Context: an optimization exercise on an open-source flow, tuned for small area, a short achievable clock period and few clock cycles. The choices shown serve that exercise and are no tape-out recipe.
Where RTL was checked, it was by simulation tests only, not by an equivalence proof against the original.
No activity file was given, so power comes from the tool's default toggle rates.

==> flow/design.v (excerpt) <==
module JAM (CLK, RST, W, J, Cost, MatchCount, MinCost, Valid);
clock: 5.0 ns
lec_check: 0
cap_margin: 20
core_margin: 2
core_utilization: 55
setup_slack_margin: 2.4
slew_margin: 20
run.sh (not shown) runs the stock make flow with config.mk's settings and CLKGATE_MAP_FILE= SYNTH_SCRIPT=/design/flow/synth_recipe.tcl, a recipe that flattens the netlist after the stock synthesis.
Edit:
- CORE_UTILIZATION: 55 -> 40
- SETUP_SLACK_MARGIN: 2.4 -> 2.8
After rerunning: Register-to-register slack improved by 0.16 ns. Via count rises by 5.8%. Total power came out higher by 8.9%. Setup slack gains 0.16 ns. Clock power grows by 9.4%.
Edit:
- SETUP_SLACK_MARGIN: 2.8 -> 2.4
Final area shrinks by 13%.
Area after synthesis stays the same.
Setup slack gets worse by 0.094 ns.
Global-route usage shrinks by 3.0 points.
Final cell count shrinks by 6.1%.
Clock power shrinks by about 4%.
Power shrinks by 5.9%.
Register-to-register slack gets worse by 0.09 ns.
No functional check of the RTL was part of any run of this note.

---

Another version of the RTL of JAM (not shown whole).
Size in the first run: about 3700 cells after synthesis, roughly 410 flip-flops, about 30 I/O pins, ~27000 um2 of cells after synthesis.
make LEC_CHECK=0 ABC_AREA=1 CAP_MARGIN=20 CORE_MARGIN=2 CORE_UTILIZATION=50 SETUP_SLACK_MARGIN=2.4 SLEW_MARGIN=20 finish   # period 5.0 ns
The baseline produced a clean layout.
Testbench counts at the start, summed over its fixed seeds: cycles 4,446.
Change:
CORE_UTILIZATION = 40   (was 50)
SETUP_SLACK_MARGIN = 2.5   (was 2.4)
=> First-iteration DRC count went up by 9.7%; critical path depth rises by 11; register-to-register slack loses 0.13 ns; utilization fell by 11 points; design area is higher by 0.94%; clock-buffer cell count increases by 1; combinational power rose by about 2%; sequential cell count does not change; die area rises by 25%.
Change:
SETUP_SLACK_MARGIN = 2.4   (was 2.5)
What happened:
- The new run finished with timing, DRC and antenna clean
- routed wire length goes down by about 0.4%
- utilization drops by 0.11 points
- worst hold slack gains 0.0062 ns
- setup slack gains 0.11 ns
- count of clock-buffer cells in the layout drops by 1
- non-clock buffer count shrinks by 3
- design area stays flat
- die area is unchanged
- synthesized cell count stays the same
- first-iteration DRC count falls by 4.1%
Change:
SETUP_SLACK_MARGIN = 2.3   (was 2.4)
=> Power decreases by about 3.3%. Final cell count is about the same. Critical path depth increases by 1. Via count stays flat. Die area does not change.

---

JAM, a different RTL version from the one above (not shown whole).
Size in the first run: roughly 3000 cells after synthesis, ~30 I/O pins, ~27000 um^2 of cells after synthesis.
clock: 5.0 ns
lec_check: 0
cap_margin: 20
core_margin: 2
core_utilization: 40
setup_slack_margin: 2.6
slew_margin: 20
tns_end_percent: 100
Testbench counts at the start, summed over its fixed seeds: cycles 4,446.
Next try:
--- a/flow/config.mk
+++ b/flow/config.mk
@@ -7,2 +7,3 @@
 export LEC_CHECK = 0
+export ABC_AREA = 1
 export CAP_MARGIN = 20
@@ -10,4 +11,3 @@
 export CORE_UTILIZATION = 40
-export SETUP_SLACK_MARGIN = 2.6
+export SETUP_SLACK_MARGIN = 2.2
 export SLEW_MARGIN = 20
-export TNS_END_PERCENT = 100
=>
- The new run ran to the end with no violations
- worst hold slack loses 0.021 ns
- flip-flop and latch count stays the same
- global-route usage is lower by 1.3 points
- die area climbs by 2.0%

---

JAM, a different RTL version from the one above (not shown whole).
For scale: about 3100 cells after synthesis, roughly 30 I/O pins.
Design JAM, start of the top module:
module JAM (CLK, RST, W, J, Cost, MatchCount, MinCost, Valid);
make LEC_CHECK=0 ABC_CLOCK_PERIOD_IN_PS=2500 CAP_MARGIN=20 CORE_MARGIN=2 CORE_UTILIZATION=40 SETUP_SLACK_MARGIN=2.2 SLEW_MARGIN=20 finish   # period 5.0 ns
Rerun with:
ABC_CLOCK_PERIOD_IN_PS = 2000   (was 2500)
SETUP_SLACK_MARGIN = 2.6   (was 2.2)
Outcome: Register-to-register slack improved by 0.03 ns. Sequential share of layout area shrinks by 2.6 points. Via count is higher by 6.3%. Total power went up by 5.6%. Area after synthesis stays the same.
No functional check of the RTL was part of any run of this note.

---

Another version of the RTL of JAM (not shown whole).
Size in the first run: about 3000 cells after synthesis, roughly 30 I/O pins, roughly 28000 sq um of cells after synthesis.
==> flow/config.mk <==
export PLATFORM = sky130hd
export DESIGN_NAME = JAM
export DESIGN_NICKNAME = JAM
export VERILOG_FILES = /design/flow/design.v
export SDC_FILE = /design/flow/constraint.sdc
export NUM_CORES = 4
export LEC_CHECK = 0
export CAP_MARGIN = 20
export CORE_MARGIN = 2
export CORE_UTILIZATION = 40
export SETUP_SLACK_MARGIN = 2.0
export SLEW_MARGIN = 20
==> flow/constraint.sdc <==
create_clock -name core_clock -period 5.0 [get_ports {CLK}]
set_input_delay 1.0000 -clock core_clock [delete_from_list [all_inputs] [get_ports {CLK}]]
set_output_delay 1.0000 -clock core_clock [all_outputs]
set_load 0.01 [all_outputs]
The starting point passed the timing, DRC and antenna checks.
Next try:
- SETUP_SLACK_MARGIN: 2.0 -> 2.4
What happened:
- The new run ran to the end with no violations
- first-iteration DRC count climbs by 26%
- sequential power stays flat
- cell count came out higher by 2.8%
- total power falls by 0.75%
- global-route usage is about the same
- fmax is higher by 3.1%
- wire length increases by 3.9%
No functional check of the RTL was part of any run of this note.

---

The RTL this note starts from:
==> flow/design.v <==
module JAM (CLK, RST, W, J, Cost, MatchCount, MinCost, Valid);
input CLK;
input RST;
output reg [2:0] W;
output reg [2:0] J;
input [6:0] Cost;
output reg [3:0] MatchCount;
output reg [9:0] MinCost;
output reg Valid;
localparam ST_SCAN = 3'd0, ST_WAIT = 3'd1, ST_PEND = 3'd2, ST_READ = 3'd3,
           ST_DFS = 3'd4, ST_DONE = 3'd5;
reg [2:0] st;
reg [2:0] row;           
reg [6:0] u  [0:7];      
reg [6:0] nv [0:7];      
reg [7:0] minv [0:7];    
reg [2:0] way [0:7];     
reg [7:0] vw;            
reg [7:0] vwo;           
reg [2:0] p [0:7];       
reg [7:0] matched;
reg [7:0] used;          
reg [7:0] rowin;         
reg [2:0] j0;            
reg j0v;                 
reg [7:0] delta;
reg [2:0] j1;
reg first;
reg upd;                 
reg aug;                 
reg [2:0] ja;
reg [2:0] arow;
reg [7:0] T [0:7];       
reg fresh;               
reg s1v, s1l;
reg [6:0] s1c;
reg [7:0] s1p, s1m;
reg [2:0] s1j;
reg s2v, s2l;
reg [7:0] s2m;
reg [2:0] s2j;
reg rdv;
reg [6:0] rdc;
reg [7:0] rdt;
reg [5:0] rda;
integer k;
function [3:0] next_after;
    input [7:0] m;
    input [2:0] c;
    integer i;
    begin
        next_after = 4'b1000;
        for (i = 7; i >= 0; i = i - 1)
            if (m[i] && i > c) next_after = i;
    end
endfunction
function [3:0] lowest;
    input [7:0] m;
    integer i;
    begin
        lowest = 4'b1000;
        for (i = 7; i >= 0; i = i - 1)
            if (m[i]) lowest = i;
    end
endfunction
wire [3:0] nscan = next_after(~used, J);
wire [7:0] p0 = {1'b0, nv[J]} - {1'b0, u[W]};
wire [7:0] m0 = first ? 8'hff : (upd ? minv[J] - delta : minv[J]);
wire [7:0] cur = {1'b0, s1c} + s1p;
wire lt = cur < s1m;
wire [7:0] mnew = lt ? cur : s1m;
wire lt2 = s2m < delta;
wire [7:0] dfin = lt2 ? s2m : delta;
wire [2:0] j1f = lt2 ? s2j : j1;
wire [7:0] used_j = used | (8'd1 << j1f);
wire [3:0] first_j = lowest(~used_j);
wire [7:0] tgt = {1'b0, u[W]} - {1'b0, nv[J]};
reg [7:0] avail [0:7];
reg [7:0] blk;
reg dead;
reg [7:0] cand;
always @(*) begin
    blk = 8'd0;
    dead = 1'b0;
    for (k = 0; k < 8; k = k + 1) begin
        avail[k] = T[k] & ~used;
        if (k > W) begin
            if (avail[k] == 8'd0) dead = 1'b1;
            if ((avail[k] & (avail[k] - 8'd1)) == 8'd0) blk = blk | avail[k];
        end
    end
    cand = avail[W] & ~blk & (fresh ? 8'hff : ~((8'd2 << way[W]) - 8'd1));
    if (dead) cand = 8'd0;
end
wire [3:0] cfirst = lowest(cand);
wire [2:0] sprev = way[W - 3'd1];
always @(posedge CLK) begin
    if (RST) begin
        st <= ST_SCAN;
        row <= 3'd0;
        W <= 3'd0;
        J <= 3'd0;
        j0v <= 1'b1;
        first <= 1'b1;
        upd <= 1'b0;
        aug <= 1'b0;
        delta <= 8'hff;
        used <= 8'd0;
        rowin <= 8'd1;
        matched <= 8'd0;
        s1v <= 1'b0;
        s2v <= 1'b0;
        rdv <= 1'b0;
        MinCost <= 10'd0;
        MatchCount <= 4'd0;
        Valid <= 1'b0;
        for (k = 0; k < 8; k = k + 1) begin
            u[k] <= 7'd0;
            nv[k] <= 7'd0;
        end
    end else begin
        upd <= 1'b0;
        if (upd) begin
            for (k = 0; k < 8; k = k + 1) begin
                if (used[k] && (k != j1 || st == ST_PEND))
                    nv[k] <= nv[k] + delta[6:0];
                if (!used[k])
                    minv[k] <= minv[k] - delta;
                if (rowin[k] && (k != W || st == ST_PEND))
                    u[k] <= u[k] + delta[6:0];
            end
            MinCost <= MinCost + {3'd0, delta[6:0]};
            delta <= 8'hff;
        end
        if (aug) begin
            matched[ja] <= 1'b1;
            p[ja] <= vwo[ja] ? arow : p[way[ja]];
            ja <= way[ja];
            if (vwo[ja]) aug <= 1'b0;
        end
        s1v <= (st == ST_SCAN);
        s1l <= nscan[3];
        s1c <= Cost;
        s1p <= p0;
        s1m <= m0;
        s1j <= J;
        s2v <= s1v;
        s2l <= s1l;
        s2m <= mnew;
        s2j <= s1j;
        if (s1v) begin
            minv[s1j] <= mnew;
            if (first)
                vw[s1j] <= 1'b1;
            else if (lt) begin
                vw[s1j] <= j0v;
                way[s1j] <= j0;
            end
        end
        if (s2v) begin
            delta <= dfin;
            j1 <= j1f;
        end
        case (st)
        ST_SCAN: begin
            if (nscan[3])
                st <= ST_WAIT;
            else
                J <= nscan[2:0];
        end
        ST_WAIT: begin
            if (s2v && s2l) begin
                first <= 1'b0;
                upd <= 1'b1;
                if (matched[j1f]) begin
                    used <= used_j;
                    rowin[p[j1f]] <= 1'b1;
                    W <= p[j1f];
                    J <= first_j[2:0];
                    j0 <= j1f;
                    j0v <= 1'b0;
                    st <= ST_SCAN;
                end else begin
                    ja <= j1f;
                    arow <= row;
                    vwo <= vw;
                    st <= ST_PEND;
                end
            end
        end
        ST_PEND: begin
            used <= 8'd0;
            first <= 1'b1;
            j0v <= 1'b1;
            J <= 3'd0;
            if (row == 3'd7) begin
                W <= 3'd0;
                st <= ST_READ;
            end else begin
                aug <= 1'b1;
                row <= row + 3'd1;
                W <= row + 3'd1;
                rowin <= 8'd1 << (row + 3'd1);
                st <= ST_SCAN;
            end
        end
        ST_READ: begin
            {W, J} <= {W, J} + 6'd1;
            if ({W, J} == 6'd63) begin
                W <= 3'd0;
                fresh <= 1'b1;
                st <= ST_DFS;
            end
        end
        ST_DFS: begin
            if (!rdv) begin
                if (cand != 8'd0) begin
                    way[W] <= cfirst[2:0];
                    if (W == 3'd6) begin
                        MatchCount <= MatchCount + 4'd1;
                        fresh <= 1'b0;
                    end else begin
                        used <= used | (8'd1 << cfirst[2:0]);
                        W <= W + 3'd1;
                        fresh <= 1'b1;
                    end
                end else if (W == 3'd0) begin
                    st <= ST_DONE;
                end else begin
                    used <= used & ~(8'd1 << sprev);
                    W <= W - 3'd1;
                    fresh <= 1'b0;
                end
            end
        end
        default: begin
            Valid <= 1'b1;
        end
        endcase
        rdv <= (st == ST_READ);
        rdc <= Cost;
        rdt <= tgt;
        rda <= {W, J};
        if (rdv)
            T[rda[5:3]][rda[2:0]] <= ({1'b0, rdc} == rdt);
    end
end
endmodule
export LEC_CHECK = 0
export ABC_CLOCK_PERIOD_IN_PS = 2500
export CAP_MARGIN = 20
export CORE_MARGIN = 2
export CORE_UTILIZATION = 50
export SETUP_SLACK_MARGIN = 2.5
export SLEW_MARGIN = 20
create_clock -name core_clock -period 5.0 [get_ports {CLK}]
The baseline passed the timing, DRC and antenna checks.
Testbench counts at the start, summed over its fixed seeds: cycles 4,045.
Then changed:
Settings changed: ABC_CLOCK_PERIOD_IN_PS 2500 to default, SETUP_SLACK_MARGIN 2.5 to 2.0.
After rerunning: The new run went through all stages and came out clean. Sequential cell count does not change. Combinational power fell by a few percent. Global-route usage falls by 0.85 points. Cell count drops slightly. Count of clock-buffer cells in the layout rose by 5. Wire length drops by a few percent. Clock skew came out lower by 0.017 ns. Register-to-register slack improves by 0.04 ns. First-iteration DRC count rose by roughly a tenth.

---

Another version of the RTL of JAM (not shown whole).
Size: roughly 4100 cells after synthesis, about 420 flip-flops, roughly 0.029 sq mm of cells after synthesis.
## JAM
module JAM (CLK, RST, W, J, Cost, MatchCount, MinCost, Valid);
input CLK;
input RST;
output reg [2:0] W;
output reg [2:0] J;
input [6:0] Cost;
output reg [3:0] MatchCount;
output reg [9:0] MinCost;
output reg Valid;
localparam ST_SCAN = 3'd0, ST_WAIT = 3'd1, ST_LAST = 3'd2,
           ST_READ = 3'd4, ST_DFSA = 3'd5, ST_DFSB = 3'd6, ST_DONE = 3'd7;
reg [2:0] st;
reg [2:0] row;           
reg [6:0] u  [0:7];      
reg [6:0] nv [0:7];      
reg [8:0] minv [0:7];    
reg [2:0] way [0:7];     
reg [7:0] vw;            
reg [2:0] p [0:7];       
reg [7:0] matched;
reg [7:0] used;          
reg [7:0] rowin;         
reg [7:0] todo;          
reg [6:0] uW;            
reg [2:0] j0;            
reg [8:0] delta;         
reg [6:0] D;             
reg [6:0] inc;           
reg [2:0] j1;
reg first;               
reg ph;                  
reg upd;                 
reg aug;                 
reg [2:0] ja;
reg [2:0] arow;
reg [7:0] abv;           
reg [7:0] candr;         
reg one;                 
reg s1v, s1l, s1r;
reg [6:0] s1c;
reg [6:0] s1p;
reg [2:0] s1j, s1w;
reg s2v, s2l;
reg [8:0] s2c, s2m;
reg [2:0] s2j, s2w;
reg s2r;
reg pend;                
reg [1:0] pcr;
reg s3l;
integer k;
function [3:0] lowest;
    input [7:0] m;
    integer i;
    begin
        lowest = 4'b1000;
  ...
==> flow/config.mk <==
export PLATFORM = sky130hd
export DESIGN_NAME = JAM
export DESIGN_NICKNAME = JAM
export VERILOG_FILES = /design/flow/design.v
export SDC_FILE = /design/flow/constraint.sdc
export NUM_CORES = 4
export LEC_CHECK = 0
export ABC_AREA = 1
export CAP_MARGIN = 20
export CORE_MARGIN = 2
export CORE_UTILIZATION = 40
export SETUP_SLACK_MARGIN = 2.6
export SLEW_MARGIN = 20
==> flow/constraint.sdc <==
create_clock -name core_clock -period 5.0 [get_ports {CLK}]
set_input_delay 1.0000 -clock core_clock [delete_from_list [all_inputs] [get_ports {CLK}]]
set_output_delay 1.0000 -clock core_clock [all_outputs]
set_load 0.01 [all_outputs]
The baseline produced a clean layout.
Testbench counts at the start, summed over its fixed seeds: cycles 4,320.
Edit:
SETUP_SLACK_MARGIN = 2.4   (was 2.6)
Hold slack degrades by 19 ps.
Global-route usage is about the same.
Synthesized cell count stays the same.
Edit:
CORE_UTILIZATION = 45   (was 40)
Outcome: The changed run produced a clean layout. Sequential share of layout area stays flat. Combinational power is about the same. Final area is lower by 0.35%. Worst hold slack barely changes. Die area is lower by 11%. Global-route usage is higher by 2.7 points. Utilization is higher by 5.3 points. Clock power barely changes.

---

RTL: one of the versions met above, not the one the previous note started from.
Size in the first run: roughly 3000 cells after synthesis, about 30 I/O pins.
export LEC_CHECK = 0
export CAP_MARGIN = 20
export CORE_MARGIN = 2
export CORE_UTILIZATION = 40
export SETUP_SLACK_MARGIN = 2.4
export SLEW_MARGIN = 20
create_clock -name core_clock -period 5.0 [get_ports {CLK}]
The first run finished clean.
Testbench counts at the start, summed over its fixed seeds: cycles 4,446.
Next try:
--- a/flow/config.mk
+++ b/flow/config.mk
@@ -6,4 +6,5 @@
 export NUM_CORES = 4
 export LEC_CHECK = 0
+export ABC_AREA = 1
 export CAP_MARGIN = 20
 export CORE_MARGIN = 2
After rerunning:
- The changed run completed with no timing, DRC or antenna violations
- worst hold slack improves by 7.1 ps
- utilization decreases by 2.3 points
- worst setup slack improved by 9.4 ps
- routed wire length drops by a few percent
- clock power falls by a few percent
- final cell count is higher by about a fifth
- register-to-register slack stays flat
- die area grows slightly
- critical path depth went up by 1
- cell area falls by a few percent

what the ideal ports hide:
The results above use ideal ports. As a check the final layouts listed here were re-extracted and re-timed, cells and wires unchanged.
Step 1: set_driving_cell puts a clkbuf_16 on CLK and a buf_2 on each other input, an assumption about the parent block.
Step 2 moves the port delays by t, midway between the first and last clock arrival at a register: inputs arrive t later, outputs are due t later. That takes back most of the time a late clock gives input paths.
a / b / c = no drivers / after step 1 / after step 2; a / b = the first two.
run	t (ns)	setup WS [ns]	worst slew at a driven data input, ns	cell pins on the clock port's net
the first run of note 1	0.655	2.153 / 2.153 / 2.153	0.11	1
the second run of note 1	0.678	2.317 / 2.317 / 2.263	0.04	1
the third run of note 1	0.666	2.223 / 2.223 / 2.211	0.04	1
the first run of note 2	0.655	2.353 / 2.290 / 2.315	0.04	1
the second run of note 2	0.664	2.285 / 2.285 / 2.061	0.03	1
the third run of note 2	0.669	2.393 / 2.381 / 2.153	0.04	1
the fourth run of note 2	0.652	2.269 / 2.269 / 2.256	0.04	1
the first run of note 3	0.676	2.296 / 2.296 / 2.296	0.04	1
the second run of note 3	0.680	2.249 / 2.235 / 1.863	0.03	1
the first run of note 4	0.658	1.828 / 1.828 / 1.828	0.05	1
the second run of note 4	0.669	1.855 / 1.855 / 1.855	0.06	1
the first run of note 5	0.671	1.865 / 1.865 / 1.865	0.04	1
the second run of note 5	0.675	1.960 / 1.960 / 1.960	0.05	1
the first run of note 6	0.674	0.539 / 0.539 / 0.539	0.04	1
the second run of note 6	0.688	0.577 / 0.577 / 0.577	0.04	1
the first run of note 7	0.669	2.309 / 2.309 / 2.109	0.04	1
the second run of note 7	0.662	2.207 / 2.207 / 2.035	0.03	1
the third run of note 7	0.673	2.194 / 2.194 / 2.194	0.03	1
the first run of note 8	0.672	2.311 / 2.311 / 2.311	0.04	1
the second run of note 8	0.675	2.320 / 2.320 / 2.320	0.03	1
After both steps setup and hold are still met in every run listed. For the second run of note 3, which loses most, drivers alone change the setup slack by -0.014 ns; drivers and shift together by -0.386 ns.
